Source: an optimization exercise on an open RTL-to-GDS flow (aim: small area and a short achievable clock period). Production flows keep margins and buffers that such runs may drop. In this exercise RTL edits were held to simulation tests only and were not proved equivalent to the original. Power is estimated from default activity; no workload was simulated.

== build 54 ==
Design top_level, start of the top module:
module top_level (input clk,
						input reset,
						input signed [11:0] entrada,
						input amostra_pronta,
						output flag,
						output reg ctrl,
						output reg [15:0] cnt,
						output reg [15:0] contagem_final,
						output [24:0] freq
						);
	zero_cross  cruza_zero     (.clk(clk),
										 .reset(reset),
										 .enable(amostra_pronta),
										 .x(entrada),
										 .flag(flag)
										);
	function [16:0] add16;    
		input [15:0] a;
		input [15:0] b;
		input        ci;
		integer i;
		reg c;
		begin
			c = ci;
			for (i = 0; i < 16; i = i + 1) begin
				add16[i] = a[i] ^ b[i] ^ c;
				c = (a[i] & b[i]) | (c & (a[i] ^ b[i]));
			end
			add16[16] = c;
		end
	endfunction
	function [15:0] inc16;    
		input [15:0] a;
		integer i;
		reg c;
		begin
			c = 1'b1;
			for (i = 0; i < 16; i = i + 1) begin
				inc16[i] = a[i] ^ c;
				c = c & a[i];
			end
		end
	endfunction
	wire [15:0] cnt_inc = inc16(cnt);
	always @ (posedge clk) begin
		if (reset) begin
			if (flag) ctrl <= ~ctrl;
  ...
Settings: LEC_CHECK=0, ABC_AREA=1, CAP_MARGIN=20, CORE_MARGIN=2, CORE_UTILIZATION=70, CTS_BUF_LIST=sky130_fd_sc_hd__clkbuf_8, CTS_CLUSTER_DIAMETER=80, CTS_CLUSTER_SIZE=30, SLEW_MARGIN=20; clock period 90.0 ns.
standard.sh (not shown) runs the stock make flow with config.mk's settings and CLKGATE_MAP_FILE= SYNTH_SCRIPT=/design/flow/synth_recipe.tcl, a recipe that flattens the netlist after the stock synthesis.
==> flow/flow/run.sh <==
#!/bin/bash
# The standard layout (the standard.sh: standard synthesis, floorplan, place,
# CTS, route, finish) with one change: the port buffers that global placement
# inserts are sky130_fd_sc_hd__buf_1 instead of the tool's default choice.
set -euo pipefail
export BUFFER_PORTS_ARGS="-buffer_cell sky130_fd_sc_hd__buf_1"
bash standard.sh finish > flow_standard.log 2>&1
The flow did not stop early for build 54: all stages ran, and the layout cleared the timing, DRC and antenna checks.
> inputs changed (build 54 -> build 31)
Settings: CTS_CLUSTER_SIZE removed (was 30); CTS_BUF_LIST removed (was sky130_fd_sc_hd__clkbuf_8); CTS_CLUSTER_DIAMETER removed (was 80).
==> flow/run.sh (new file) <==
#!/bin/bash
# synth_recipe.tcl (not shown) runs the flow's synth.tcl, then flattens the netlist and writes it again
# the make line also repeats each setting of config.mk as NAME=value (left out here)
make -C /OpenROAD-flow-scripts/flow DESIGN_CONFIG=/design/flow/config.mk WORK_HOME=/design/flow/orfs CLKGATE_MAP_FILE= SYNTH_SCRIPT=/design/flow/synth_recipe.tcl finish
removed: flow/flow/run.sh
removed: flow/standard.sh
### Flow results
Compared with build 54, in build 31 wire length after detailed routing went up by 10%, number of detailed-routing iterations run before antenna repair went up by 2, worst setup slack after layout went down by 0.50 ns, routed length on met1 went up by about 5%. NOTE total number of vias build 54->build 31 increased by a few percent. [compare] base=build 54 new=build 31: time the worst path needs with I/O delays and setup increased by 0.50 ns relative to the old numbers, fraction of standard cell area that is sequential has decreased, share of final-layout standard cells stronger than drive strength 1 shows a reduction of 0.28 points. Build 31 falls short of build 54 in fmax.
Input-level comparison between build 73 and build 31:
==> flow/flow/run.sh (new file) <==
#!/bin/bash
# The standard layout (standard.sh) with two changes:
#  1. after the standard synthesis, its combinational logic is re-mapped by
#     flow/resyn.tcl (ABC's default liberty script, cell don't-use list kept);
#     every flip-flop keeps its instance name and cell type;
#  2. the port buffers that global placement inserts are buf_1 cells.
# Each tool's output goes to a log file of its own in this folder.
set -euo pipefail
export BUFFER_PORTS_ARGS="-buffer_cell sky130_fd_sc_hd__buf_1"
RES=orfs/results/sky130hd/top_level/base
bash standard.sh synth > flow_1_synth.log 2>&1
cp $RES/1_2_yosys.v std_netlist.v
export LIB=$FLOW_HOME/platforms/sky130hd/lib/sky130_fd_sc_hd__tt_025C_1v80.lib
export IN_NETLIST=std_netlist.v OUT_NETLIST=resyn_netlist.v OUT_STAT=resyn_stat.txt TOP=$FLOW_TOP
export DONT_USE_LIST="$(grep -m1 '^abc -script' orfs/logs/sky130hd/top_level/base/1_2_yosys.log | grep -o -- '-dont_use [^ ]*' | sed 's/-dont_use //' | tr '\n' ' ')"
yosys -c flow/resyn.tcl > flow_2_resyn.log 2>&1
# the flip-flops must be the standard synthesis's, by name and cell type
diff <(grep -oE 'sky130_fd_sc_hd__[a-z]*df[a-z]*_[0-9]+ +[^ ]+' std_netlist.v | sort) \
     <(grep -oE 'sky130_fd_sc_hd__[a-z]*df[a-z]*_[0-9]+ +[^ ]+' resyn_netlist.v | sort) > flow_3_ffcheck.log 2>&1
cp resyn_netlist.v $RES/1_2_yosys.v
rm -f $RES/1_synth.odb $RES/1_synth.sdc
bash standard.sh finish > flow_4_finish.log 2>&1
==> flow/flow/resyn.tcl (new file) <==
# Re-maps the combinational logic of the standard synthesis netlist with ABC's
# default liberty script. Every flip-flop instance (name and cell type) is kept
# as the standard synthesis made it.
yosys -import
set lib $::env(LIB)
read_liberty -ignore_miss_func $lib
read_verilog $::env(IN_NETLIST)
hierarchy -top $::env(TOP)
foreach m {sky130_fd_sc_hd__dfxtp_1 sky130_fd_sc_hd__dfxtp_2 sky130_fd_sc_hd__dfxtp_4 sky130_fd_sc_hd__edfxtp_1 sky130_fd_sc_hd__dfxbp_1 sky130_fd_sc_hd__dfxbp_2 sky130_fd_sc_hd__dfrtp_1 sky130_fd_sc_hd__dfstp_1 sky130_fd_sc_hd__dfrtp_2 sky130_fd_sc_hd__dfrtp_4} { catch { blackbox $m } }
flatten
opt_clean
set dont_use {}
foreach c $::env(DONT_USE_LIST) { lappend dont_use -dont_use $c }
abc -liberty $lib {*}$dont_use
opt_clean -purge
hilomap -hicell sky130_fd_sc_hd__conb_1 HI -locell sky130_fd_sc_hd__conb_1 LO
splitnets
yosys rename -hide w:*.*
opt_clean -purge
tee -o $::env(OUT_STAT) stat -liberty $lib
write_verilog -noattr -nohex -nodec $::env(OUT_NETLIST)
==> flow/standard.sh (new file) <==
#!/bin/bash
# synth_recipe.tcl (not shown) runs the flow's synth.tcl, then flattens the netlist and writes it again
# the make line also repeats each setting of config.mk as NAME=value (left out here)
make -C /OpenROAD-flow-scripts/flow DESIGN_CONFIG=/design/flow/config.mk WORK_HOME=/design/flow/orfs CLKGATE_MAP_FILE= SYNTH_SCRIPT=/design/flow/synth_recipe.tcl "${@:-finish}"
removed: flow/run.sh
Results
On total via count in the routed design, build 31 beats build 73.
Build 31 reports its first element of the critical path as cruza_zero.flag while build 73 reports cnt[2].
The clock-buffer cell count number comes out higher for build 73 vs build 31.
The clock skew of build 73 falls short of that of build 31 by 0.0033 ns.
Summary of build 73 over build 31: delay of the slowest cell on the worst path down 0.19 ns; leakage component of the power has decreased.
Non-clock buffer count: build 73 higher than build 31

## separate check: timing with driven ports
The flow's constraints put no driver on any port. The routed layouts listed below were extracted and timed again, unchanged, in two steps.
Step 1, drivers: a clkbuf_16 drives clk and a buf_2 each remaining input, both assumed.
Step 2, shift: input delay + t, output delay - t, t = (earliest + latest rising clock arrival at the registers) / 2. This alone moves slack from input paths to output paths.
Three values: ideal ports, drivers, drivers and shift; two values: the first two.
run	shift t [ns]	slack for setup (ns)	slew at the worst register clock pin (ns)
build 54	0.502	70.499 / 70.462 / 70.488	0.09 / 0.09
build 31	0.485	69.995 / 69.944 / 69.961	0.07 / 0.07
build 73	0.600	70.529 / 70.489 / 70.132	0.07 / 0.07
After both steps setup and hold are still met in every run listed. For build 73, which loses most, drivers alone change the setup slack by -0.040 ns; drivers and shift together by -0.397 ns.
